From an optimization exercise on the open Yosys and OpenROAD flow, aimed at small area and a short achievable clock period; shortcuts taken in it are not production practice. Where RTL was checked, it was by simulation tests only, not by an equivalence proof against the original. The RTL of run 7 was laid out without a check of its function. Power figures rest on the tool's default switching activity, not on a simulated workload.

$ cat design.v
`timescale 1ns / 1ps
module RISC_V(
	input  wire [31:0] in,
	input  wire        clk,
	output wire [31:0] alu_output_data
);
wire op_ok    = ~in[6] & in[4] & ~in[3] & in[1] & in[0];
wire is_r_d   = op_ok &  in[5] & ~in[2];    
wire is_i_d   = op_ok & ~in[5] & ~in[2];    
wire is_lui_d = op_ok &  in[5] &  in[2];    
wire use_a_d  = is_r_d | is_i_d;            
wire use_b_d  = is_r_d;                     
reg        is_r, is_i, is_lui;
reg [31:7] ir;
wire [4:0] rd  = ir[11:7];
wire [2:0] f3  = ir[14:12];
wire [4:0] rs1 = ir[19:15];
wire [4:0] rs2 = ir[24:20];
wire       b30 = ir[30];
wire        wr_d = (is_r | is_i | is_lui) & (rd != 5'd0);    
reg  [4:0]  wa;           
reg         we;
reg  [4:0]  wa3;          
reg         we3;
reg  fwd1, fwd2, byp1, byp2, en1, en2;
wire fwd1_d = use_a_d & wr_d & (in[19:15] == rd);
wire fwd2_d = use_b_d & wr_d & (in[24:20] == rd);
wire byp1_d = use_a_d & we   & (in[19:15] == wa);
wire byp2_d = use_b_d & we   & (in[24:20] == wa);
always @(posedge clk) begin
	is_r   <= is_r_d;
	is_i   <= is_i_d;
	is_lui <= is_lui_d;
	ir     <= in[31:7];
	fwd1   <= fwd1_d;
	fwd2   <= fwd2_d;
	byp1   <= byp1_d;
	byp2   <= byp2_d;
	en1    <= use_a_d & ~byp1_d;
	en2    <= use_b_d & ~byp2_d;
end
wire [31:0] rf [0:31];    
assign rf[0] = 32'd0;
reg  [31:0] res_q;        
wire [31:0] res;          
wire        use_a = is_r | is_i;
wire [31:0] sel1 = en1 ? (32'd1 << rs1) : 32'd0;
wire [31:0] sel2 = en2 ? (32'd1 << rs2) : 32'd0;
reg  [31:0] rdata1, rdata2;
integer k;
always @(*) begin
	rdata1 = {32{byp1}} & res_q;
	rdata2 = {32{byp2}} & res_q;
	for (k = 1; k < 32; k = k + 1) begin
		rdata1 = rdata1 | ({32{sel1[k]}} & rf[k]);
		rdata2 = rdata2 | ({32{sel2[k]}} & rf[k]);
	end
end
wire [31:0] imm_i   = {{20{ir[31]}}, ir[31:20]};
wire [31:0] imm_sh  = {26'd0, ir[25:20]};
wire [31:0] imm_u   = {ir[31:12], 12'd0};
wire [31:0] imm     = is_i   ? ((f3 == 3'b101) ? imm_sh : imm_i) :
                      is_lui ? imm_u : 32'd0;
reg  [31:0] ra, rb;
reg  [2:0]  op;
reg         sub, arith;
wire        sub_d = (is_r & (f3 == 3'b000) & b30) |
                    (use_a & (f3 == 3'b010 || f3 == 3'b011));
wire        left_d = use_a & (f3 == 3'b001);
wire [31:0] a_d    = fwd1 ? res : rdata1;
reg  [31:0] a_d_rev;
integer j;
always @(*)
	for (j = 0; j < 32; j = j + 1) a_d_rev[j] = a_d[31 - j];
always @(posedge clk) begin
	ra    <= left_d ? a_d_rev : a_d;
	rb    <= (fwd2 ? res : (rdata2 | imm)) ^ {32{sub_d}};
	op    <= use_a ? f3 : 3'b000;
	sub   <= sub_d;
	arith <= use_a & (f3 == 3'b101) & b30;
	wa    <= rd;
	we    <= wr_d;
end
wire [31:0] a = ra;
wire [31:0] b = rb;
wire [32:0] sum = {1'b0, a} + {1'b0, b} + {32'd0, sub};
wire        big  = |b[31:5];
wire [4:0]  amt  = b[4:0];
wire        fill  = arith & a[31];
wire signed [32:0] sa = {fill, a};
wire [32:0] sr_s  = sa >>> amt;
wire [31:0] sr    = big ? {32{fill}} : sr_s[31:0];
reg  [31:0] sl;
always @(*)
	for (j = 0; j < 32; j = j + 1) sl[j] = sr[31 - j];
reg  [31:0] res_c;
always @(*) begin
	case (op)
		3'b000: res_c = sum[31:0];
		3'b001: res_c = sl;
		3'b010: res_c = {31'd0, sum[31]};
		3'b011: res_c = {31'd0, ~sum[32]};
		3'b100: res_c = a ^ b;
		3'b101: res_c = sr;
		3'b110: res_c = a | b;
		default: res_c = a & b;
	endcase
end
assign res = res_c;
reg  [31:0] out_q;
always @(posedge clk) begin
	out_q <= res;
	res_q <= res & {32{we}};
	wa3   <= wa;
	we3   <= we;
end
genvar g;
generate
	for (g = 1; g < 32; g = g + 1) begin : g_x
		reg [31:0] q;
		always @(posedge clk)
			if (we3 && wa3 == g) q <= res_q;
		assign rf[g] = q;
	end
endgenerate
assign alu_output_data = out_q;
endmodule
$ cat flow/run.sh
#!/bin/bash
# Standard layout with two changes, the SDC unchanged:
#  - timing repair aims below the clock period (setup margin), so the
#    critical paths get sized for the period the design can achieve;
#  - clock tree built from larger sink clusters, without dummy loads.
set -euo pipefail
bash standard.sh \
  "CTS_ARGS=-sink_clustering_enable -repair_clock_nets -dont_use_dummy_load -sink_clustering_size 20 -sink_clustering_max_diameter 70" \
  SETUP_SLACK_MARGIN=9.7 finish > standard_flow.log 2>&1
$ cat standard.sh
#!/bin/bash
# synth_recipe.tcl (not shown) runs the flow's synth.tcl, then flattens the netlist and writes it again
# the make line also repeats each setting of config.mk as NAME=value (left out here)
make -C /OpenROAD-flow-scripts/flow DESIGN_CONFIG=/design/flow/config.mk WORK_HOME=/design/flow/orfs CLKGATE_MAP_FILE= SYNTH_SCRIPT=/design/flow/synth_recipe.tcl "${@:-finish}"
$ cat config.mk
export PLATFORM = sky130hd
export DESIGN_NAME = RISC_V
export DESIGN_NICKNAME = RISC_V
export VERILOG_FILES = /design/flow/design.v
export SDC_FILE = /design/flow/constraint.sdc
export NUM_CORES = 4
export LEC_CHECK = 0
export CAP_MARGIN = 20
export CORE_MARGIN = 2
export CORE_UTILIZATION = 40
export SLEW_MARGIN = 20
$ cat constraint.sdc
create_clock -name core_clock -period 13.5 [get_ports {clk}]
set_input_delay 2.7000 -clock core_clock [delete_from_list [all_inputs] [get_ports {clk}]]
set_output_delay 2.7000 -clock core_clock [all_outputs]
set_load 0.01 [all_outputs]
==> results of run 1 <==
-- logic make-up after synthesis --
| logic type | after synthesis | share of synthesized area [%] |
|---|---|---|
| compound gates | 1409 | 20.0 |
| xor+xnor | 59 | 0.975 |
| fa+ha+maj | 66 | 1.59 |
| buf+inv | 386 | 2.85 |
| flops | 1171 | 63.0 |
| mux | 105 | 3.25 |
| simple gates | 891 | 8.39 |
-- what timing repair did --
action                                  4_1_cts  5_1_grt
resized for setup                           230       59
gates cloned                                  2        3
pin swaps                                    18       12
setup buffers                                28       16
endpoints found under the setup margin      141       91
-- routing by layer --
| metal | global-route usage, % | up-vias | share of wire, % | wire (µm) |
|---|---|---|---|---|
| met1 | 46.5 | 22500 | 32 | 87600 |
| met3 | 20.2 | 1803 | 18 | 51200 |
| met5 | 2.53 | - | 0.26 | 710 |
| met2 | 54.2 | 5554 | 39 | 109000 |
| met4 | 28.7 | 36 | 10 | 28300 |
| li1 | - | 16900 | - | - |
-- power by group through the flow --
stage	combinational, mW	clock, mW	sequential, mW
6_report	0.200	2.31	3.89
5_1_grt	0.205	2.41	3.89
4_1_cts	0.185	2.30	3.89
3_5_place_dp	0.181	0	3.98
3_3_place_gp	0.182	0	3.98
2_1_floorplan	0.100	0	3.96
-- metrics by stage --
| stage | utilization (%) | hold slack (ns) |
|---|---|---|
| 2_1_floorplan | - | 0.361 |
| 3_3_place_gp | 43.1 | 0.390 |
| 3_5_place_dp | 43.1 | 0.389 |
| 4_1_cts | 45.0 | 0.389 |
| 5_1_grt | 45.4 | 0.407 |
| 6_report | 45.4 | 0.402 |
-- flip-flops by register name, summed over array words and instances (netlist names), 3 cells and up --
register	count
ra	32
res_q	32
op	3
rb	32
out_q	32
g_x.q	992
wa3	5
ir	25
wa	5
-- cell usage in the layout (no fill, tap or decap), types with 11 or more instances in the layout --
cell type        synthesis  layout
a2111oi_0               22      19
a21o_1                  17      16
a21oi_1                109     101
a221o_1                 28      28
a221oi_1                53      53
a222oi_1                52      52
a22o_1                  44      44
a22oi_1                844     844
a31oi_1                 24      18
and2_1                  29      29
buf_4                    1     193
buf_6                    3      35
clkbuf_16                0      86
clkdlybuf4s50_1          0      32
dfxtp_1                179     130
dfxtp_2                  0      36
dfxtp_4                  0      13
edfxtp_1               992     992
ha_1                    64      63
inv_1                   90      89
mux2i_1                 49      49
mux4_2                  40      40
nand2_1                221     221
nand3_1                 92      89
nand3b_1                14      14
nand4_1                170     170
nor2_1                 188     101
nor2_4                   0      84
nor3_1                  65      51
nor3_2                   0      12
nor4_1                  37      32
o211ai_1                11      11
o21ai_0                 50      48
o21ai_1                 31      31
o22ai_1                 13      12
or3_1                   17      17
xnor2_1                 40      39
xor2_1                  19      19
-- path summary, 6_finish.rpt --
path | to | slack [ns]
max | rb[25]$_DFF_P_ | 9.47
min | wa3[2]$_DFF_P_ | 0.40
max reg2reg | rb[25]$_DFF_P_ | 9.47
min reg2reg | wa3[2]$_DFF_P_ | 0.40
-- final cells by class --
type / instances / area, µm²
antenna: 10 / 25.0
clock buffer: 83 / 2080
fill: 11800 / 71800
inverter: 94 / 362
multi-input combinational: 2530 / 19100
sequential: 1171 / 33500
tap: 1755 / 2200
timing repair buffer: 275 / 2400
timing repair inverter: 1 / 5.00
==> impl_metrics.tcl, run 1 <==
set metrics [dict create \
    status "complete, no violations" \
    power_density_nw_per_um2 107 \
    die_height_um 368 \
    cts_hold_buf 0 \
    hold_viol 0 \
    finalWorstSetupSlack_ns 9.47 \
    critPathTopFamily "simple AND/OR/NAND/NOR gates" \
    fin_nets 4255 \
    worstHoldPathType "flop to flop" \
    hold_start "wa[2]$_DFF_P_" \
    max_stage_delay_ns 0.78 \
    worst_pin_slew_ns 1.37 \
    grt_pass1_wl_um 365000 \
    period_minus_slack_ns 4.03 \
    grt_use_total_pct 39.3 \
    endpoint_kind "flop" \
    wl_per_cell_um 46.8 \
    drive_gt1_share_pct 14.2 \
    timing.final.crit_share_pct 29.8 \
    io_buffer_count 64 \
    final_antenna_net_count 0 \
    h-tree-depth 3 \
    p_leak_nw 21.5 \
    clk_latency_ns 0.74 \
    die_w_um 368 \
    place_hpwl_um 157000 \
    sw_frac_of_total_pct 21.7 \
    drv_cap 0 \
    start_util_pct 40.3 \
    worst_path_max_delay_cell "buf_4" \
    power_frac_comb_pct 3.1 \
    pin_count 65 \
    seq_area_frac_synth_pct 63.0 \
    worstPathMaxFanout 27 \
    cp.depth 9 \
    peakVddDrop_v 0.0000796 \
    reg2reg_depth 9 \
    path_class "flop to flop" \
    crit_top_cell "nand4_1" \
    ys.warnings.count 1 \
    rsz0062_at_grt "yes" \
    avgViaCountPerCell 7.90 \
    synth_top_area_share_pct 56.2 \
    grt_max_degree 53 \
    syn-instance-count 4087 \
    critPathBufInv 1 \
    startpoint_type "flop" \
    cts_inserted_buffers 83 \
    area_growth_pct 12.6 \
    clk_path_buf_depth 3 \
    grt_overflow_total 0 \
    reg2reg_from "ir[20]$_DFF_P_" \
    clock.fmax_mhz 248 \
    p_seq_share_pct 60.8 \
    synthArstFlopShare_pct 0 \
    min_path_cells 0 \
    p_switching_mw 1.39 \
    ys_types 94 \
    grt_antenna_before_repair 13 \
    cts.sinks 1171 \
    rows 133 \
    setup_viol 0 \
    pwr-share-clk_pct 36.1 \
    fin_cells 5919 \
    synth_most_common_cell "edfxtp_1" \
    setup_tns_ns 0 \
    place_area_um2 56600 \
    place_ws_ns 8.68 \
    clkTransAtPathRegs_ns 0.08 \
    grt_pass1_vias 42600 \
    drc 0 \
    synth_area_leader_cell "edfxtp_1" \
    crit_path_cell_trace "or3b_2 -> nor2_4 -> buf_4 -> a22oi_1 -> nand4_1 -> nor4_1 -> nand4_1 -> o221ai_1 -> xnor2_1" \
    drtIter0Drc 11100 \
    synth_edf_count 992 \
    finalClockSkew_ns 0.0953 \
    slew_violations 0 \
    crit_required_ns 14.03 \
    synth.net_count 4186 \
    design.core.area_um2 131000 \
    slew_headroom_pct 8.73 \
    wl_um 277000 \
    cts-root-buf "clkbuf_16" \
    syn_area_um2 53000 \
    num_vias 46700 \
    place.gp.congestion 1.06 \
    synthFlopType "edfxtp_1" \
    avgSynthCellArea_um2 13.0 \
    fin_area_um2 59700 \
    cts_tree "done" \
    synth.area.top_cells "edfxtp_1 56%, a22oi_1 12%, dfxtp_1 6.8%" \
    arrival_ns 4.55 \
    internal_power_mw 5.02 \
    dr.pass1.iters 13 \
    synth_commonest_cells "992 x edfxtp_1, 844 x a22oi_1, 239 x clkbuf_1" \
    ys_ff_latch 1171 \
    power_mw 6.41 \
    dp.cells 5777 \
    die-area_um2 135000 \
    setup.worst_path.start "ir[20]$_DFF_P_" \
]
==> run 2: changes to the inputs <==
--- a/flow/run.sh
+++ b/flow/run.sh
@@ -6,4 +6,4 @@
 set -euo pipefail
 bash standard.sh \
   "CTS_ARGS=-sink_clustering_enable -repair_clock_nets -dont_use_dummy_load -sink_clustering_size 20 -sink_clustering_max_diameter 70" \
-  SETUP_SLACK_MARGIN=9.7 finish > standard_flow.log 2>&1
+  SETUP_SLACK_MARGIN=10.0 finish > standard_flow.log 2>&1
==> impl_metrics.tcl, run 2 <==
set metrics [dict create \
    clk_path_buf_depth 3 \
    critPathBufInv 1 \
    drc 0 \
    ys_ff_latch 1171 \
    slew_violations 0 \
    startpoint_type "flop" \
    pin_count 65 \
    grt_pass1_vias 43200 \
    power_density_nw_per_um2 107 \
    finalClockSkew_ns 0.0990 \
    cts-root-buf "clkbuf_16" \
    slew_headroom_pct 8.91 \
    reg2reg_depth 10 \
    power_mw 6.51 \
    avgSynthCellArea_um2 13.0 \
    timing.final.crit_share_pct 28.9 \
    synth_area_leader_cell "edfxtp_1" \
    place_hpwl_um 162000 \
    wl_um 280000 \
    final_common_cell "edfxtp_1" \
    syn-instance-count 4087 \
    grt_pass1_wl_um 371000 \
    ys.warnings.count 1 \
    start_util_pct 40.3 \
    peakVddDrop_v 0.000103 \
    cts.sinks 1171 \
    dp.cells 5783 \
    path_class "flop to primary output" \
    io_buffer_count 64 \
    design.core.area_um2 131000 \
    grt_max_degree 51 \
    clock.fmax_mhz 256 \
    rsz0062_at_grt "yes" \
    min_path_cells 0 \
    synth.area.top_cells "edfxtp_1 56%, a22oi_1 12%, dfxtp_1 6.8%" \
    crit_required_ns 10.80 \
    max_stage_delay_ns 0.39 \
    worstHoldPathType "flop to flop" \
    syn_area_um2 53000 \
    layout_common_cells "992 x edfxtp_1, 843 x a22oi_1, 220 x nand2_1" \
    cts_inserted_buffers 88 \
    arrival_ns 1.20 \
    synth_commonest_cells "992 x edfxtp_1, 844 x a22oi_1, 239 x clkbuf_1" \
    grt_overflow_total 0 \
    synthFlopType "edfxtp_1" \
    synth_most_common_cell "edfxtp_1" \
    seq_area_frac_synth_pct 63.0 \
    rows 133 \
    grt_use_total_pct 40.0 \
    drive_gt1_share_pct 17.2 \
    fillers 11700 \
    area_growth_pct 14.9 \
    cp.depth 1 \
    num_vias 46000 \
    drtIter0Drc 10200 \
    clk_latency_ns 0.75 \
    drv_cap 0 \
    die-area_um2 135000 \
    largest_reg_flops 992 \
    synth_edf_count 992 \
    die_w_um 368 \
    fin_nets 4305 \
    fin_area_um2 60900 \
    period_minus_slack_ns 3.90 \
    clkTransAtPathRegs_ns 0.08 \
    worst_path_max_delay_cell "dfxtp_4" \
    setup_tns_ns 0 \
    cts_hold_buf 0 \
    setup_viol 0 \
    worstPathMaxFanout 1 \
    place.gp.congestion 1.01 \
    p_leak_nw 22.0 \
    wl_per_cell_um 46.9 \
    critPathTopFamily "flip-flops" \
    top_register "g_x.q" \
    fin_cells 5970 \
    final_antenna_net_count 0 \
    grt_antenna_before_repair 15 \
    h-tree-depth 3 \
    avgViaCountPerCell 7.71 \
    worst_pin_slew_ns 1.36 \
    synth.net_count 4186 \
    endpoint_kind "primary output" \
    hold_viol 0 \
    synth_top_area_share_pct 56.2 \
    cts_tree "done" \
    synthArstFlopShare_pct 0 \
    place_area_um2 56800 \
    ys_types 94 \
    dr.pass1.iters 13 \
    crit_path_cell_trace "buf_6" \
    status "complete, no violations" \
    die_height_um 368 \
]
run 2: power breakdown:
part           total [mW]  switching (mW)  internal (mW)
Sequential           3.90          0.0268           3.87
Combinational       0.222           0.149         0.0732
Clock                2.40            1.25           1.15
Total                6.51            1.43           5.09
run 2: final cells by class:
cell class | count | area (µm²) | area share [%]
Timing Repair Buffer | 320 | 3030 | 4.98
Multi-Input combinational cell | 2530 | 19500 | 32.1
Sequential cell | 1171 | 33500 | 55.1
Tap cell | 1755 | 2200 | 3.61
Clock buffer | 88 | 2200 | 3.62
Inverter | 94 | 373 | 0.612
Antenna cell | 11 | 27.5 | 0.0452
Timing Repair inverter | 1 | 5.00 | 0.00822
run 2: metrics by stage:
stage	worst slack [ns]	utilization (%)	hold slack, ns
final	9.60	46.3	0.394
after global routing	9.58	46.3	0.403
after CTS	9.55	45.8	0.389
after detailed placement	8.68	43.2	0.396
after global placement	8.12	43.1	0.403
after floorplan	9.88	-	0.361
run 2: layer usage:
| layer | GRT usage, % | wire length [µm] | vias to the layer above |
|---|---|---|---|
| li1 | - | - | 17000 |
| met4 | 26.0 | 25400 | 20 |
| met5 | 1.85 | 316 | - |
| met3 | 19.5 | 49400 | 1549 |
| met2 | 56.4 | 113000 | 5046 |
| met1 | 48.2 | 92100 | 22400 |
run 2: kinds of logic (layout without fill, tap and decap cells):
logic type	count (synthesis)	after routing	share of synthesized area [%]
AO/OA/AOI/OAI	1409	1409	20.0
XOR/XNOR	59	59	0.975
adder cells (fa/ha/maj)	66	66	1.59
buffers and inverters	386	503	2.85
flip-flops	1171	1171	63.0
multiplexers	105	105	3.25
other	0	11	0
AND/OR/NAND/NOR	891	891	8.39
run 2: final timing paths:
check / start / end / slack, ns
max: out_q[14]$_DFF_P_ / alu_output_data[14] / 9.60
min: ir[8]$_DFF_P_ / wa[1]$_DFF_P_ / 0.39
max reg2reg: ir[22]$_DFF_P_ / rb[6]$_DFF_P_ / 9.79
min reg2reg: ir[8]$_DFF_P_ / wa[1]$_DFF_P_ / 0.39
run 2: timing repair:
| action | in CTS | in global routing |
|---|---|---|
| gates resized for setup | 329 | 122 |
| setup buffers | 57 | 23 |
| endpoints found under the setup margin | 155 | 95 |
| pin swaps | 39 | 31 |
| cloned | 5 | 1 |
==> run 3: changes to the inputs <==
--- a/config.mk
+++ b/config.mk
@@ -7,5 +7,5 @@
 export LEC_CHECK = 0
 export CAP_MARGIN = 20
 export CORE_MARGIN = 2
-export CORE_UTILIZATION = 40
+export CORE_UTILIZATION = 50
 export SLEW_MARGIN = 20
==> impl_metrics.tcl, run 3 <==
set metrics [dict create \
    area_growth_pct 13.5 \
    crit_path_cell_trace "buf_6" \
    cp-endpoint "alu_output_data[25]" \
    die_w_um 330 \
    cts_tree "done" \
    clkTransAtPathRegs_ns 0.09 \
    setup_viol 0 \
    slew_headroom_pct 10.9 \
    p_seq_share_pct 61.2 \
    timing.final.crit_share_pct 29.0 \
    start_util_pct 50.3 \
    synth_top_area_share_pct 56.2 \
    num_vias 47000 \
    wl_per_cell_um 49.6 \
    grt_pass1_vias 42900 \
    drc 0 \
    synth_area_leader_cell "edfxtp_1" \
    status "complete, no violations" \
    p_leak_nw 21.9 \
    rrSetupSlack_ns 9.82 \
    grt_antenna_before_repair 17 \
    cp.depth 1 \
    cts_hold_buf 0 \
    ys_ff_latch 1171 \
    rows 119 \
    dr.pass1.iters 15 \
    top_register "g_x.q" \
    avgViaCountPerCell 8.38 \
    cts.sinks 1171 \
    clk_path_buf_depth 3 \
    power_frac_comb_pct 3.3 \
    avgSynthCellArea_um2 13.0 \
    critPathTopFamily "flip-flops" \
    cts_inserted_buffers 79 \
    slew_violations 0 \
    design.core.area_um2 105000 \
    drv_cap 0 \
    cts-root-buf "clkbuf_16" \
    synth_most_common_cell "edfxtp_1" \
    die-area_um2 109000 \
    endpoint_kind "primary output" \
    crit_required_ns 10.80 \
    largest_reg_flops 992 \
    clock.fmax_mhz 256 \
    io_buffer_count 64 \
    grt_pass1_wl_um 366000 \
    hold_viol 0 \
    power_density_nw_per_um2 106 \
    synth.net_count 4186 \
    final_common_cell "edfxtp_1" \
    h-tree-depth 3 \
    setup.worst_path.start "out_q[25]$_DFF_P_" \
    peakVddDrop_v 0.000108 \
    worst_pin_slew_ns 1.32 \
    synthFlopType "edfxtp_1" \
    internal_power_mw 4.97 \
    p_switching_mw 1.39 \
    worst_path_max_delay_cell "dfxtp_4" \
    m1WireLength_um 90300 \
    syn-instance-count 4087 \
    period_minus_slack_ns 3.91 \
    seq_area_frac_synth_pct 63.0 \
    final_antenna_net_count 0 \
    syn_area_um2 53000 \
    hold_start "wa[3]$_DFF_P_" \
    finalClockSkew_ns 0.0928 \
    pin_count 65 \
    critPathBufInv 1 \
    finalWorstSetupSlack_ns 9.59 \
    place_ws_ns 8.51 \
    worstHoldPathType "flop to flop" \
    clk_latency_ns 0.72 \
    r2r_end "rb[14]$_DFF_P_" \
    grt_use_total_pct 50.2 \
    synth_commonest_cells "992 x edfxtp_1, 844 x a22oi_1, 239 x clkbuf_1" \
    synth.area.top_cells "edfxtp_1 56%, a22oi_1 12%, dfxtp_1 6.8%" \
    sw_frac_of_total_pct 21.8 \
    pwr-share-clk_pct 35.5 \
    drive_gt1_share_pct 17.0 \
    grt_overflow_total 0 \
    rsz0062_at_grt "yes" \
    synth_edf_count 992 \
    reg2reg_depth 9 \
    wl_um 278000 \
    ys.warnings.count 1 \
    synthArstFlopShare_pct 0 \
    ys_types 94 \
    path_class "flop to primary output" \
    reg2reg_from "en2$_DFF_P_" \
    place.gp.congestion 1.01 \
    wl_met2_um 108000 \
    worstPathMaxFanout 1 \
    fin_nets 4305 \
    layout_common_cells "992 x edfxtp_1, 843 x a22oi_1, 222 x buf_4" \
    die_height_um 330 \
    startpoint_type "flop" \
    top_layer_used "met5" \
    drtIter0Drc 11000 \
    place_hpwl_um 153000 \
    setup_tns_ns 0 \
    grt_max_degree 51 \
    max_stage_delay_ns 0.40 \
    wl_met3_um 52800 \
    arrival_ns 1.21 \
]
## run 3: cell types whose count changed in the layout (fill, tap and decap cells not counted), moves of 9 or more
cell / previous run / this run
dfxtp_2: 50 / 40
dfxtp_1: 105 / 114
buf_4: 204 / 222
clkbuf_16: 89 / 79
buf_6: 53 / 43
## run 3: kinds of logic after synthesis
logic type | synth area share [%]
adders and majority gates | 1.59
xor gates and xnor gates | 0.975
buffers and inverters | 2.85
and+or+nand+nor | 8.39
DFF | 63.0
AOI/OAI and AO/OA | 20.0
muxes | 3.25
## run 3: per-stage QoR
step	area [µm²]	std cells	power, mW	hold slack, ns	utilization, %
after floorplan	53000	4087	4.06	0.361	-
after global placement	56100	5406	4.16	0.398	53.3
after detailed placement	56200	5408	4.16	0.393	53.4
after CTS	59600	5570	6.32	0.401	56.6
after global routing	60100	5595	6.46	0.409	57.1
final	60200	5613	6.36	0.406	57.2
## run 3: repair_timing
| item | CTS | global route |
|---|---|---|
| buffers inserted | 77 | 25 |
| pin swaps | 46 | 34 |
| cloned | 6 | 0 |
| resized for setup | 307 | 101 |
| endpoints found under the setup margin | 152 | 99 |
## run 3: layout make-up
class                           instances  area, µm²
Clock buffer                           79       1980
Timing Repair inverter                  1       5.00
Timing Repair Buffer                  329       3010
Tap cell                             1391       1740
Sequential cell                      1171      33500
Fill cell                            8523      45100
Inverter                               94        374
Antenna cell                           18       45.0
Multi-Input combinational cell       2530      19500
## run 3: routing by layer
layer	GRT usage, %	vias to the layer above
met5	2.09	-
met2	67.9	5608
met4	33.9	24
met3	26.8	1719
li1	-	17000
met1	61.3	22700
## run 3: power groups by stage
stage          clock, mW  sequential [mW]  combinational [mW]
3_3_place_gp           0             3.98               0.181
3_5_place_dp           0             3.98               0.180
5_1_grt             2.36             3.89               0.215
4_1_cts             2.23             3.89               0.194
6_report            2.26             3.89               0.209
2_1_floorplan          0             3.96               0.101
## run 3: worst min path at each step
stage	end	slack, ns	cells past startpoint
2_1_floorplan	we3$_DFF_P_	0.36	0
3_3_place_gp	wa3[2]$_DFF_P_	0.40	0
3_5_place_dp	wa3[3]$_DFF_P_	0.39	0
4_1_cts	wa3[3]$_DFF_P_	0.40	0
5_1_grt	wa[4]$_DFF_P_	0.41	0
6_report	wa3[3]$_DFF_P_	0.41	0
==> run 4: changes to the inputs <==
--- a/flow/run.sh
+++ b/flow/run.sh
@@ -6,4 +6,4 @@
 set -euo pipefail
 bash standard.sh \
   "CTS_ARGS=-sink_clustering_enable -repair_clock_nets -dont_use_dummy_load -sink_clustering_size 20 -sink_clustering_max_diameter 70" \
-  SETUP_SLACK_MARGIN=10.0 finish > standard_flow.log 2>&1
+  SETUP_SLACK_MARGIN=10.3 finish > standard_flow.log 2>&1
--- a/config.mk
+++ b/config.mk
@@ -7,5 +7,5 @@
 export LEC_CHECK = 0
 export CAP_MARGIN = 20
 export CORE_MARGIN = 2
-export CORE_UTILIZATION = 50
+export CORE_UTILIZATION = 40
 export SLEW_MARGIN = 20
==> impl_metrics.tcl, run 4 <==
set metrics [dict create \
    worstPathMaxFanout 1 \
    design.core.area_um2 131000 \
    arrival_ns 1.22 \
    synthFlopType "edfxtp_1" \
    ys.warnings.count 1 \
    drtIter0Drc 10800 \
    fin_nets 4433 \
    place_hpwl_um 156000 \
    clock.fmax_mhz 255 \
    rsz0062_at_grt "yes" \
    synth_most_common_cell "edfxtp_1" \
    setup_viol 0 \
    ys_types 94 \
    place_area_um2 56700 \
    startpoint_type "flop" \
    clkTransAtPathRegs_ns 0.08 \
    final_common_cell "edfxtp_1" \
    worst_pin_slew_ns 1.19 \
    grt_pass1_wl_um 374000 \
    drc 0 \
    p_leak_nw 22.8 \
    die_height_um 368 \
    synthArstFlopShare_pct 0 \
    period_minus_slack_ns 3.92 \
    slew_headroom_pct 20.1 \
    critPathBufInv 1 \
    synth_commonest_cells "992 x edfxtp_1, 844 x a22oi_1, 239 x clkbuf_1" \
    hold_viol 0 \
    ys_ff_latch 1171 \
    finalClockSkew_ns 0.115 \
    status "complete, no violations" \
    p_switching_mw 1.42 \
    area_growth_pct 19.0 \
    h-tree-depth 3 \
    worst_path_max_delay_cell "dfxtp_4" \
    synthXorXnorAreaFrac_pct 0.975 \
    synth_compound_area_share_pct 20.0 \
    cts_inserted_buffers 83 \
    synth.area.top_cells "edfxtp_1 56%, a22oi_1 12%, dfxtp_1 6.8%" \
    synth_top_family_by_area "compound AO/OA/AOI/OAI gates" \
    clk_latency_ns 0.76 \
    drive_gt1_share_pct 23.4 \
    largest_reg_flops 992 \
    cts.sinks 1171 \
    max_stage_delay_ns 0.39 \
    setup_tns_ns 0 \
    rows 133 \
    layout_common_cells "992 x edfxtp_1, 838 x a22oi_1, 309 x buf_4" \
    syn-instance-count 4087 \
    die_w_um 368 \
    endpoint_kind "primary output" \
    syn_area_um2 53000 \
    final_antenna_net_count 0 \
    grt_max_degree 51 \
    cts-root-buf "clkbuf_16" \
    muxShareOfSynthArea_pct 3.25 \
    pin_count 65 \
    pwr-share-clk_pct 35.8 \
    place.gp.congestion 1.02 \
    grt_overflow_total 0 \
    multi_input_comb_area_um2 20700 \
    path_class "flop to primary output" \
    power_density_nw_per_um2 103 \
    power_frac_comb_pct 4.1 \
    start_util_pct 40.3 \
    critPathTopFamily "flip-flops" \
    slew_violations 0 \
    synth-simple-area-share_pct 8.39 \
    wl_per_cell_um 46.2 \
    avgViaCountPerCell 7.72 \
    fin_area_um2 63000 \
    synth_fa_ha_area_share_pct 1.59 \
    cts_tree "done" \
    grt_use_total_pct 40.2 \
    synth_top_area_share_pct 56.2 \
    num_vias 47100 \
    dr.pass1.iters 14 \
    avgSynthCellArea_um2 13.0 \
    die-area_um2 135000 \
    wl_um 282000 \
    clk_path_buf_depth 3 \
    synth.net_count 4186 \
    internal_power_mw 5.05 \
    crit_path_cell_trace "buf_6" \
    grt_pass1_vias 44000 \
    top_register "g_x.q" \
    synth_edf_count 992 \
    drv_cap 0 \
    regArea_um2 33600 \
    seq_area_frac_synth_pct 63.0 \
    crit_required_ns 10.80 \
    fillers 11500 \
    worstHoldPathType "flop to flop" \
    p_seq_share_pct 60.1 \
    grt_antenna_before_repair 11 \
    cts_hold_buf 0 \
    synth_area_leader_cell "edfxtp_1" \
    io_buffer_count 64 \
    timing.final.crit_share_pct 29.0 \
    peakVddDrop_v 0.0000963 \
    sw_frac_of_total_pct 22.0 \
]
[run 4: logic make-up (layout without fill, tap and decap cells)]
kind of cell / count (synthesis) / after routing
other cells: 0 / 7
buf+inv: 386 / 631
fa+ha+maj: 66 / 66
xor+xnor: 59 / 59
mux: 105 / 105
compound gates: 1409 / 1409
flops: 1171 / 1171
simple gates: 891 / 891
[run 4: final cells by class]
type	count	area share (%)
repair buffers	454	6.51
inverters	94	0.597
well taps	1755	3.48
multi-input cells	2530	32.8
flip-flops and latches	1171	53.3
diodes	7	0.0278
clock buffers	83	3.29
[run 4: worst paths after layout]
check                                        from                   to  slack [ns]  cells after the start
worst min register to register      wa[2]$_DFF_P_       wa3[2]$_DFF_P_        0.40                      0
worst max-delay path            out_q[29]$_DFF_P_  alu_output_data[29]        9.58                      1
worst min-delay path                wa[2]$_DFF_P_       wa3[2]$_DFF_P_        0.40                      0
worst max register to register     ir[17]$_DFF_P_        ra[1]$_DFF_P_        9.82                     10
[run 4: per-stage QoR]
| stage | worst slack [ns] | hold WS (ns) | std cells | utilization [%] | total power [mW] |
|---|---|---|---|---|---|
| 4_1_cts | 9.58 | 0.399 | 5999 | 46.7 | 6.41 |
| 2_1_floorplan | 9.88 | 0.361 | 4087 | - | 4.06 |
| 3_5_place_dp | 8.62 | 0.387 | 5779 | 43.2 | 4.16 |
| 5_1_grt | 9.58 | 0.424 | 6088 | 47.9 | 6.58 |
| 3_3_place_gp | 8.47 | 0.390 | 5779 | 43.2 | 4.16 |
| 6_report | 9.58 | 0.399 | 6094 | 48.0 | 6.47 |
[run 4: power by group through the flow]
stage / clock [mW] / sequential [mW] / combinational [mW]
finish: 2.32 / 3.89 / 0.265
global route: 2.42 / 3.89 / 0.270
CTS: 2.30 / 3.89 / 0.221
detailed placement: 0 / 3.97 / 0.182
global placement: 0 / 3.97 / 0.184
floorplan: 0 / 3.96 / 0.101
[run 4: repair_timing]
action                                 in CTS  in global routing
setup endpoints to repair                 163                126
endpoints found under the hold margin       0                  0
resized for setup                         535                223
cloned                                      5                  1
setup buffers                             132                 86
pin swaps                                 102                106
[run 4: per-layer routing]
metal	GRT usage [%]	share of wire, %
met1	46.9	32
met2	56.8	40
met3	20.1	18
met4	28.6	9.9
met5	1.85	0.088
==> run 5: changes to the inputs <==
==> flow/run.sh (replaced) <==
#!/bin/bash
# Standard layout with two changes, the SDC unchanged:
#  - timing repair aims below the clock period (setup margin), so the
#    critical paths get sized for the period the design can achieve;
#  - clock tree built from larger sink clusters, without dummy loads.
set -euo pipefail
bash standard.sh \
  "CTS_ARGS=-sink_clustering_enable -repair_clock_nets -dont_use_dummy_load -sink_clustering_size 25 -sink_clustering_max_diameter 80" \
  SETUP_SLACK_MARGIN=10.0 finish > standard_flow.log 2>&1
==> impl_metrics.tcl, run 5 <==
set metrics [dict create \
    syn_area_um2 53000 \
    place_hpwl_um 162000 \
    finalClockSkew_ns 0.117 \
    largest_reg_flops 992 \
    syn-instance-count 4087 \
    fin_nets 4305 \
    setup_tns_ns 0 \
    wl_per_cell_um 46.9 \
    synth_area_leader_cell "edfxtp_1" \
    endpoint_kind "primary output" \
    io_buffer_count 64 \
    peakVddDrop_v 0.000108 \
    worst_path_max_delay_cell "dfxtp_4" \
    die-area_um2 135000 \
    ys.warnings.count 1 \
    drtIter0Drc 10300 \
    drv_cap 0 \
    m1WireLength_um 91100 \
    design.core.area_um2 131000 \
    whs_ns 0.396 \
    setup_viol 0 \
    place.gp.congestion 1.01 \
    timing.final.crit_share_pct 28.9 \
    fin_cells 5972 \
    slew_violations 0 \
    arrival_ns 1.21 \
    final_common_cell "edfxtp_1" \
    h-tree-depth 3 \
    period_minus_slack_ns 3.91 \
    synth_top_area_share_pct 56.2 \
    synth.net_count 4186 \
    synthArstFlopShare_pct 0 \
    cts.sinks 1171 \
    clock.fmax_mhz 256 \
    cts_tree "done" \
    synth.area.top_cells "edfxtp_1 56%, a22oi_1 12%, dfxtp_1 6.8%" \
    startpoint_type "flop" \
    layout_common_cells "992 x edfxtp_1, 844 x a22oi_1, 221 x buf_4" \
    crit_path_cell_trace "buf_6" \
    critPathBufInv 1 \
    clkTransAtPathRegs_ns 0.10 \
    start_util_pct 40.3 \
    wl_met3_um 49100 \
    num_vias 46000 \
    final_antenna_net_count 0 \
    path_class "flop to primary output" \
    dp.cells 5783 \
    grt_overflow_total 0 \
    p_leak_nw 21.8 \
    crit_required_ns 10.80 \
    worstHoldPathType "flop to flop" \
    cts_inserted_buffers 68 \
    wl_met2_um 112000 \
    drive_gt1_share_pct 17.0 \
    dr.pass1.iters 13 \
    ys_types 94 \
    grt_pass1_vias 42700 \
    slew_headroom_pct 8.48 \
    ys_ff_latch 1171 \
    worstPathMaxFanout 1 \
    critPathTopFamily "flip-flops" \
    grt_use_total_pct 40.0 \
    synthFlopType "edfxtp_1" \
    rows 133 \
    max_stage_delay_ns 0.40 \
    die_w_um 368 \
    cts-root-buf "clkbuf_16" \
    fin_area_um2 60500 \
    fillers 11800 \
    area_growth_pct 14.2 \
    grt_pass1_wl_um 370000 \
    clk_latency_ns 0.76 \
    avgViaCountPerCell 7.71 \
    wl_um 280000 \
    synth_edf_count 992 \
    synth_most_common_cell "edfxtp_1" \
    top_register "g_x.q" \
    clk_path_buf_depth 3 \
    place_area_um2 56800 \
    worst_pin_slew_ns 1.36 \
    die_height_um 368 \
    grt_antenna_before_repair 19 \
    top_layer_used "met5" \
    pin_count 65 \
    status "complete, no violations" \
    synth_commonest_cells "992 x edfxtp_1, 844 x a22oi_1, 239 x clkbuf_1" \
    seq_area_frac_synth_pct 63.0 \
    hold_viol 0 \
    grt_max_degree 51 \
    avgSynthCellArea_um2 13.0 \
    drc 0 \
    power_density_nw_per_um2 103 \
    rsz0062_at_grt "yes" \
]
[run 5: cell counts after synthesis]
No cell type changed its count.
[run 5: per-stage QoR]
step | utilization (%) | total power, mW | setup slack (ns)
floorplan | - | 4.06 | 9.88
global placement | 43.1 | 4.17 | 8.12
detailed placement | 43.2 | 4.17 | 8.68
CTS | 45.4 | 6.18 | 9.57
global route | 46.0 | 6.31 | 9.57
finish | 46.0 | 6.21 | 9.59
[run 5: final timing paths]
path	start	end	slack (ns)	depth (start not counted)
worst min register to register	wa[1]$_DFF_P_	wa3[1]$_DFF_P_	0.40	0
worst max-delay path	out_q[14]$_DFF_P_	alu_output_data[14]	9.59	1
worst max register to register	ir[23]$_DFF_P_	rb[8]$_DFF_P_	9.83	10
worst min-delay path	wa[1]$_DFF_P_	wa3[1]$_DFF_P_	0.40	0
[run 5: metal layers]
layer | up-vias | global-route usage (%)
li1 | 17000 | -
met1 | 22300 | 48.3
met2 | 5104 | 56.4
met3 | 1599 | 19.1
met4 | 35 | 26.9
met5 | - | 1.10
[run 5: cells by family after synthesis]
logic type      Yosys count  share of synthesized area [%]
buf+inv                 386                           2.85
fa+ha+maj                66                           1.59
simple gates            891                           8.39
xor+xnor                 59                          0.975
compound gates         1409                           20.0
mux                     105                           3.25
flops                  1171                           63.0
[run 5: final cells by class]
type | instances | area [µm²] | area share [%]
Inverter | 94 | 373 | 0.616
Multi-Input combinational cell | 2530 | 19500 | 32.3
Tap cell | 1755 | 2200 | 3.63
Sequential cell | 1171 | 33500 | 55.4
Clock buffer | 68 | 1700 | 2.81
Antenna cell | 13 | 32.5 | 0.0537
Timing Repair Buffer | 340 | 3190 | 5.26
Timing Repair inverter | 1 | 5.00 | 0.00827
[run 5: where the power goes]
group,switching (mW),internal (mW),total [mW]
logic,0.146,0.0727,0.219
registers,0.0267,3.87,3.89
clock network,1.19,0.899,2.09
[run 5: repair_timing]
| action | in CTS | in global routing |
|---|---|---|
| endpoints found under the setup margin | 156 | 96 |
| pin swaps | 37 | 39 |
| endpoints found under the hold margin | 0 | 0 |
| cloned | 5 | 1 |
| hold buffers | 0 | 0 |
| gates resized for setup | 332 | 112 |
| setup buffers | 61 | 39 |
==> run 6: changes to the inputs <==
--- a/config.mk
+++ b/config.mk
@@ -7,5 +7,5 @@
 export LEC_CHECK = 0
 export CAP_MARGIN = 20
 export CORE_MARGIN = 2
-export CORE_UTILIZATION = 40
+export CORE_UTILIZATION = 50
 export SLEW_MARGIN = 20
==> impl_metrics.tcl, run 6 <==
set metrics [dict create \
    status "complete, no violations" \
    post-route-util_pct 56.8 \
    top_register "g_x.q" \
    place_hpwl_um 153000 \
    setup_tns_ns 0 \
    cts-root-buf "clkbuf_16" \
    avgViaCountPerCell 8.41 \
    synth.net_count 4186 \
    synth_top_area_share_pct 56.2 \
    synthFlopType "edfxtp_1" \
    startpoint_type "flop" \
    drtIter0Drc 11100 \
    synthArstFlopShare_pct 0 \
    hold_start "wa[2]$_DFF_P_" \
    grt_use_total_pct 49.9 \
    critPathTopFamily "flip-flops" \
    cts.sinks 1171 \
    fin_nets 4280 \
    reg2reg_from "ir[20]$_DFF_P_" \
    critPathBufInv 1 \
    synth_commonest_cells "992 x edfxtp_1, 844 x a22oi_1, 239 x clkbuf_1" \
    setup.worst_path.start "out_q[26]$_DFF_P_" \
    peakVddDrop_v 0.000104 \
    endpoint_kind "primary output" \
    place.gp.congestion 1.01 \
    path_class "flop to primary output" \
    crit_required_ns 10.80 \
    design.core.area_um2 105000 \
    area_growth_pct 12.7 \
    timing.final.crit_share_pct 29.5 \
    arrival_ns 1.28 \
    crit_path_cell_trace "buf_6" \
    grt_pass1_vias 42600 \
    ys_ff_latch 1171 \
    largest_reg_flops 992 \
    worst_pin_slew_ns 1.22 \
    final_antenna_net_count 0 \
    synth.area.top_cells "edfxtp_1 56%, a22oi_1 12%, dfxtp_1 6.8%" \
    worstHoldPathType "flop to flop" \
    power_mw 6.02 \
    drv_cap 0 \
    pin_count 65 \
    clk_path_buf_depth 3 \
    max_stage_delay_ns 0.41 \
    final_common_cell "edfxtp_1" \
    die_w_um 330 \
    clock.fmax_mhz 251 \
    setup_viol 0 \
    grt_overflow_total 0 \
    cts_inserted_buffers 58 \
    fin_area_um2 59700 \
    die-area_um2 109000 \
    power_density_nw_per_um2 101 \
    slew_violations 0 \
    seq_area_frac_synth_pct 63.0 \
    period_minus_slack_ns 3.98 \
    h-tree-depth 2 \
    grt_pass1_wl_um 366000 \
    hold_viol 0 \
    worstPathMaxFanout 1 \
    grt_max_degree 51 \
    start_util_pct 50.3 \
    num_vias 47000 \
    io_buffer_count 64 \
    layout_common_cells "992 x edfxtp_1, 842 x a22oi_1, 219 x nand2_1" \
    slew_headroom_pct 18.6 \
    worst_path_max_delay_cell "dfxtp_4" \
    synth_area_leader_cell "edfxtp_1" \
    syn_area_um2 53000 \
    synth_edf_count 992 \
    finalClockSkew_ns 0.0824 \
    clkTransAtPathRegs_ns 0.10 \
    ys_types 94 \
    avgSynthCellArea_um2 13.0 \
    cts_tree "done" \
    synth_most_common_cell "edfxtp_1" \
    cts_hold_buf 0 \
    drc 0 \
    syn-instance-count 4087 \
    wl_per_cell_um 49.7 \
    rsz0062_at_grt "yes" \
    dr.pass1.iters 22 \
    drive_gt1_share_pct 16.8 \
    rows 119 \
    clk_latency_ns 0.77 \
    place_area_um2 56200 \
    p_leak_nw 21.6 \
    grt_antenna_before_repair 10 \
    wl_um 277000 \
    ys.warnings.count 1 \
    die_height_um 330 \
]
run 6: cell families (layout without fill, tap and decap cells):
family / Yosys count / in the layout / share of synthesized area (%)
buffers and inverters: 386 / 478 / 2.85
multiplexers: 105 / 105 / 3.25
AO/OA/AOI/OAI: 1409 / 1409 / 20.0
flip-flops: 1171 / 1171 / 63.0
adder cells (fa/ha/maj): 66 / 66 / 1.59
XOR/XNOR: 59 / 59 / 0.975
AND/OR/NAND/NOR: 891 / 891 / 8.39
other: 0 / 13 / 0
run 6: path summary, 6_finish.rpt:
path,to,slack (ns),depth (start not counted)
worst max-delay path,alu_output_data[26],9.52,1
worst min-delay path,wa3[2]$_DFF_P_,0.41,0
worst max register to register,rb[31]$_DFF_P_,9.81,8
worst min register to register,wa3[2]$_DFF_P_,0.41,0
run 6: stage by stage:
stage	hold WS (ns)	cells	setup WS, ns
floorplan	0.361	4087	9.88
global placement	0.398	5406	8.01
detailed placement	0.393	5408	8.51
CTS	0.408	5544	9.51
global route	0.419	5571	9.52
finish	0.407	5583	9.52
run 6: power breakdown:
group / internal (mW) / switching [mW]
Combinational: 0.0732 / 0.138
Clock: 0.762 / 1.16
Sequential: 3.87 / 0.0254
Total: 4.70 / 1.32
run 6: worst reg2reg max path, delay by kind of cell, from the launching register on:
kind | cells | cell delay [ns]
flip-flops | 1 | 0.70
buffers and inverters | 1 | 0.35
AO/OA/AOI/OAI | 2 | 0.63
AND/OR/NAND/NOR | 4 | 1.69
XOR/XNOR | 1 | 0.19
run 6: area by class of cell:
type | count | area (µm²)
fill | 8555 | 45500
inverter | 94 | 367
timing repair inverter | 1 | 5.00
antenna | 13 | 32.5
sequential | 1171 | 33500
clock buffer | 58 | 1450
timing repair buffer | 325 | 3040
tap | 1391 | 1740
multi-input combinational | 2530 | 19600
run 6: per-layer routing:
metal	up-vias	track usage, %	wire length (µm)	share of wire (%)
li1	16900	-	-	-
met1	22600	61.0	89600	32
met2	5673	68.3	109000	39
met3	1708	26.6	52700	19
met4	26	32.4	25100	9.1
met5	-	1.65	621	0.22
run 6: timing repair:
| action | 4_1_cts | 5_1_grt |
|---|---|---|
| gates cloned | 6 | 0 |
| pin swaps | 52 | 41 |
| buffers inserted | 72 | 26 |
| setup endpoints to repair | 152 | 108 |
| resized for setup | 310 | 118 |
| endpoints found under the hold margin | 0 | 0 |
==> run 7: changes to the inputs <==
==> design.v (replaced) <==
`timescale 1ns / 1ps
module RISC_V(
	input  wire [31:0] in,
	input  wire        clk,
	output wire [31:0] alu_output_data
);
wire op_ok = ~in[6] & in[4] & ~in[3] & in[1] & in[0];
wire is_r_d   = op_ok &  in[5] & ~in[2];    
wire is_i_d   = op_ok & ~in[5] & ~in[2];    
wire is_lui_d = op_ok &  in[5] &  in[2];    
reg        is_r, is_i, is_lui;
reg [31:7] ir;
always @(posedge clk) begin
	is_r   <= is_r_d;
	is_i   <= is_i_d;
	is_lui <= is_lui_d;
	ir     <= in[31:7];
end
wire [4:0] rd  = ir[11:7];
wire [2:0] f3  = ir[14:12];
wire [4:0] rs1 = ir[19:15];
wire [4:0] rs2 = ir[24:20];
wire       b30 = ir[30];
wire [31:0] rf [0:31];    
assign rf[0] = 32'd0;
wire        use_a = is_r | is_i;
wire [31:0] sel1 = use_a ? (32'd1 << rs1) : 32'd0;
wire [31:0] sel2 = is_r  ? (32'd1 << rs2) : 32'd0;
reg  [31:0] rdata1, rdata2;
integer k;
always @(*) begin
	rdata1 = 32'd0;
	rdata2 = 32'd0;
	for (k = 1; k < 32; k = k + 1) begin
		rdata1 = rdata1 | ({32{sel1[k]}} & rf[k]);
		rdata2 = rdata2 | ({32{sel2[k]}} & rf[k]);
	end
end
wire [31:0] imm_i   = {{20{ir[31]}}, ir[31:20]};
wire [31:0] imm_sh  = {26'd0, ir[25:20]};
wire [31:0] imm_u   = {ir[31:12], 12'd0};
wire [31:0] imm     = is_i   ? ((f3 == 3'b101) ? imm_sh : imm_i) :
                      is_lui ? imm_u : 32'd0;
reg  [31:0] ra, rb;
reg         fwd_a, fwd_b;
reg  [2:0]  op;
reg         sub, arith;
reg  [4:0]  wa;
reg         we;
wire        wr_d  = (is_r | is_i | is_lui) & (rd != 5'd0);
always @(posedge clk) begin
	ra    <= rdata1;
	rb    <= rdata2 | imm;
	fwd_a <= use_a & we & (wa == rs1) & (rs1 != 5'd0);
	fwd_b <= is_r  & we & (wa == rs2) & (rs2 != 5'd0);
	op    <= use_a ? f3 : 3'b000;
	sub   <= (is_r & (f3 == 3'b000) & b30) |
	         (use_a & (f3 == 3'b010 || f3 == 3'b011));
	arith <= use_a & (f3 == 3'b101) & b30;
	wa    <= rd;
	we    <= wr_d;
end
reg  [31:0] res_q;
wire [31:0] a = fwd_a ? res_q : ra;
wire [31:0] b = fwd_b ? res_q : rb;
wire [31:0] bx = b ^ {32{sub}};
wire [32:0] sum = {1'b0, a} + {1'b0, bx} + {32'd0, sub};
wire        big  = |b[31:5];
wire [4:0]  amt  = b[4:0];
wire [31:0] sll  = big ? 32'd0 : (a << amt);
wire signed [32:0] sa = {arith & a[31], a};
wire [32:0] sr_s = sa >>> amt;
wire [31:0] sr   = big ? {32{sa[32]}} : sr_s[31:0];
reg  [31:0] res;
always @(*) begin
	case (op)
		3'b000: res = sum[31:0];
		3'b001: res = sll;
		3'b010: res = {31'd0, sum[31]};
		3'b011: res = {31'd0, ~sum[32]};
		3'b100: res = a ^ b;
		3'b101: res = sr;
		3'b110: res = a | b;
		default: res = a & b;
	endcase
end
always @(posedge clk) begin
	res_q <= res;
end
genvar g;
generate
	for (g = 1; g < 32; g = g + 1) begin : g_x
		reg [31:0] q;
		always @(posedge clk)
			if (we && wa == g) q <= res;
		assign rf[g] = q;
	end
endgenerate
assign alu_output_data = res_q;
endmodule
==> run.sh (new file) <==
#!/bin/bash
# synth_recipe.tcl (not shown) runs the flow's synth.tcl, then flattens the netlist and writes it again
# the make line also repeats each setting of config.mk as NAME=value (left out here)
make -C /OpenROAD-flow-scripts/flow DESIGN_CONFIG=/design/flow/config.mk WORK_HOME=/design/flow/orfs CLKGATE_MAP_FILE= SYNTH_SCRIPT=/design/flow/synth_recipe.tcl finish
--- a/config.mk
+++ b/config.mk
@@ -7,5 +7,5 @@
 export LEC_CHECK = 0
 export CAP_MARGIN = 20
 export CORE_MARGIN = 2
-export CORE_UTILIZATION = 50
+export CORE_UTILIZATION = 25
 export SLEW_MARGIN = 20
removed: flow/run.sh
removed: standard.sh
==> impl_metrics.tcl, run 7 <==
set metrics [dict create \
    h-tree-depth 3 \
    synthArstFlopShare_pct 0 \
    avgViaCountPerCell 6.50 \
    critPathBufInv 2 \
    cts_resized 0 \
    synthFlopType "edfxtp_1" \
    post-cts-setup-buffer-count 0 \
    pin_count 65 \
    cts_hold_buf 0 \
    drv_cap 0 \
    area_growth_pct 16.9 \
    slew_headroom_pct 17.6 \
    power_density_nw_per_um2 117 \
    endpoint_kind "flop" \
    synth.net_count 4245 \
    final_common_cell "edfxtp_1" \
    reg2reg_depth 13 \
    worst_pin_slew_ns 1.23 \
    crit_top_cell "a21boi_0" \
    cts_tree "done" \
    rows 168 \
    seq_area_frac_synth_pct 62.0 \
    slew_violations 0 \
    fillers 21100 \
    start_util_pct 25.1 \
    synth_top_area_share_pct 56.8 \
    cts_inserted_buffers 111 \
    avgSynthCellArea_um2 12.7 \
    timing.final.crit_share_pct 44.0 \
    arrival_ns 6.32 \
    largest_reg_flops 992 \
    worstHoldPathType "flop to flop" \
    place.gp.congestion 0.993 \
    wl_per_cell_um 38.8 \
    clkTransAtPathRegs_ns 0.06 \
    grt_max_degree 68 \
    design.core.area_um2 209000 \
    hold_viol 0 \
    fin_nets 4278 \
    dr.pass1.iters 13 \
    worst_path_max_delay_cell "o22a_1" \
    finalClockSkew_ns 0.102 \
    final_antenna_net_count 0 \
    drive_gt1_share_pct 11.8 \
    grt_pass1_wl_um 364000 \
    ys_ff_latch 1129 \
    die_w_um 462 \
    rsz0062_at_grt "no" \
    p_seq_share_pct 52.9 \
    grt_antenna_before_repair 16 \
    ys_types 77 \
    clock.fmax_mhz 168 \
    cts.sinks 1129 \
    synth_area_leader_cell "edfxtp_1" \
    layout_common_cells "992 x edfxtp_1, 598 x a22oi_1, 196 x nand3_1" \
    syn-instance-count 4115 \
    status "complete, no violations" \
    drc 0 \
    syn_area_um2 52400 \
    synth_commonest_cells "992 x edfxtp_1, 598 x a22oi_1, 248 x clkbuf_1" \
    period_minus_slack_ns 5.94 \
    pwr-share-clk_pct 45.3 \
    setup_tns_ns 0 \
    worstPathMaxFanout 34 \
    synth_most_common_cell "edfxtp_1" \
    p_switching_mw 1.57 \
    min_path_cells 0 \
    wl_um 274000 \
    cts-root-buf "clkbuf_16" \
    place_ws_ns 7.72 \
    grt_overflow_total 0 \
    die-area_um2 213000 \
    synth.area.top_cells "edfxtp_1 57%, a22oi_1 8.6%, dfxtp_1 5.2%" \
    setup_viol 0 \
    max_stage_delay_ns 0.90 \
    path_class "flop to flop" \
    clk_latency_ns 0.78 \
    power_frac_comb_pct 1.8 \
    die_height_um 462 \
    crit_required_ns 13.89 \
    cp.depth 13 \
    critPathTopFamily "compound AO/OA/AOI/OAI gates" \
    top_register "g_x.q" \
    clk_path_buf_depth 3 \
    place_hpwl_um 156000 \
    startpoint_type "flop" \
    crit_path_cell_trace "buf_4 -> mux2i_1 -> inv_1 -> ha_1 -> nand3_1 -> nor3_1 -> a21boi_0 -> o2111ai_1 -> a31oi_1 -> a21boi_0 -> xor2_1 -> o221ai_1 -> o22a_1" \
    ys.warnings.count 1 \
    p_leak_nw 21.1 \
    finalWorstSetupSlack_ns 7.56 \
    peakVddDrop_v 0.000120 \
    grt_use_total_pct 24.7 \
    sw_frac_of_total_pct 21.8 \
    synth_edf_count 992 \
    io_buffer_count 64 \
    num_vias 45900 \
    drtIter0Drc 10400 \
    grt_pass1_vias 42800 \
    internal_power_mw 5.61 \
]
-- run 7: layout make-up --
| type | count | area, µm² | area share [%] |
|---|---|---|---|
| timing repair buffer | 225 | 1850 | 3.02 |
| clock buffer | 144 | 3010 | 4.91 |
| inverter | 78 | 293 | 0.478 |
| multi-input combinational | 2603 | 19300 | 31.5 |
| antenna | 10 | 25.0 | 0.0408 |
| clock inverter | 67 | 779 | 1.27 |
| sequential | 1129 | 32500 | 53.1 |
| tap | 2805 | 3510 | 5.72 |
-- run 7: final timing paths --
kind / from / to / slack [ns]
worst max-delay path: fwd_a$_DFF_P_ / g_x[29].q[24]$_DFFE_PP_ / 7.56
worst min-delay path: ir[11]$_DFF_P_ / wa[4]$_DFF_P_ / 0.35
worst max register to register: fwd_a$_DFF_P_ / g_x[29].q[24]$_DFFE_PP_ / 7.56
worst min register to register: ir[11]$_DFF_P_ / wa[4]$_DFF_P_ / 0.35
-- run 7: per-layer routing --
metal | vias to the layer above | GRT usage [%] | wire [µm]
met5 | - | 0.113 | 177
met4 | 18 | 14.9 | 22800
met3 | 1473 | 11.2 | 47800
met2 | 5034 | 35.1 | 109000
met1 | 22400 | 30.4 | 94100
li1 | 16900 | - | -
-- run 7: stage by stage --
step	utilization, %	total power [mW]	instance area [µm²]	instances	hold slack [ns]
3_5_place_dp	27.5	3.99	57500	6840	0.335
5_1_grt	29.3	7.32	61300	7052	0.367
3_3_place_gp	27.5	3.99	57500	6839	0.335
4_1_cts	29.3	7.18	61300	7051	0.349
6_report	29.3	7.18	61300	7061	0.350
2_1_floorplan	-	3.91	52400	4115	0.323
-- run 7: worst reg2reg max path: cells and delay by family, from the launching register on --
kind	cells	cell delay [ns]
buffers and inverters	2	0.86
flip-flops	1	0.31
AO/OA/AOI/OAI	6	2.75
multiplexers	1	0.68
XOR/XNOR	1	0.19
adder cells (fa/ha/maj)	1	0.43
AND/OR/NAND/NOR	2	0.31
-- run 7: power groups by stage --
| stage | logic, mW | registers, mW | clock network (mW) |
|---|---|---|---|
| after floorplan | 0.0609 | 3.85 | 0 |
| after detailed placement | 0.123 | 3.87 | 0 |
| after CTS | 0.124 | 3.79 | 3.27 |
| after global placement | 0.122 | 3.87 | 0 |
| after global routing | 0.133 | 3.79 | 3.40 |
| final | 0.128 | 3.80 | 3.26 |
-- run 7: logic make-up (layout without fill, tap and decap cells) --
logic type      after synthesis  count (layout)  share of synthesized area, %
mux                         187             187                          3.71
buf+inv                     383             514                          2.81
fa+ha+maj                    97              97                          2.33
xor+xnor                     62              62                          1.04
other cells                   0              10                             0
flops                      1129            1129                          62.0
compound gates             1402            1402                          20.2
simple gates                855             855                          7.92

static timing again, ports no longer ideal:
No port has a modelled driver above. Below, the same layouts with a new extraction and two added sets of constraints. Step 1 sets driving cells, clkbuf_16 on the clock port and buf_2 on the other inputs (assumed; they add their load-dependent delay and slew). Step 2 times the ports against the registers' clock, not the clock port: input delays grow and output delays shrink by t, the midpoint of the rising clock arrivals with the driver on. Slacks: no drivers / after step 1 / after step 2; pairs: no drivers / after step 1.
| run | t, ns | slack for setup (ns) | worst hold slack (ns) | slew at the worst register clock pin (ns) | pins driven straight from the clock port |
|---|---|---|---|---|---|
| run 1 | 0.764 | 9.474 / 9.474 / 9.232 | 0.402 / 0.402 / 0.402 | 0.09 / 0.09 | 1 |
| run 2 | 0.776 | 9.601 / 9.528 / 9.379 | 0.394 / 0.394 / 0.394 | 0.09 / 0.09 | 1 |
| run 3 | 0.746 | 9.591 / 9.517 / 9.401 | 0.406 / 0.406 / 0.406 | 0.09 / 0.09 | 1 |
| run 4 | 0.764 | 9.578 / 9.501 / 9.650 | 0.399 / 0.399 / 0.399 | 0.09 / 0.09 | 1 |
| run 5 | 0.770 | 9.595 / 9.522 / 9.368 | 0.396 / 0.396 / 0.396 | 0.10 / 0.10 | 1 |
| run 6 | 0.795 | 9.520 / 9.448 / 9.335 | 0.407 / 0.407 / 0.407 | 0.11 / 0.11 | 1 |
| run 7 | 0.814 | 7.561 / 7.561 / 7.561 | 0.350 / 0.350 / 0.350 | 0.08 / 0.08 | 1 |
After both steps setup and hold are still met in every run listed. The setup slack of run 1, which loses most, moves by 0.000 ns with the drivers and by -0.242 ns with both steps.
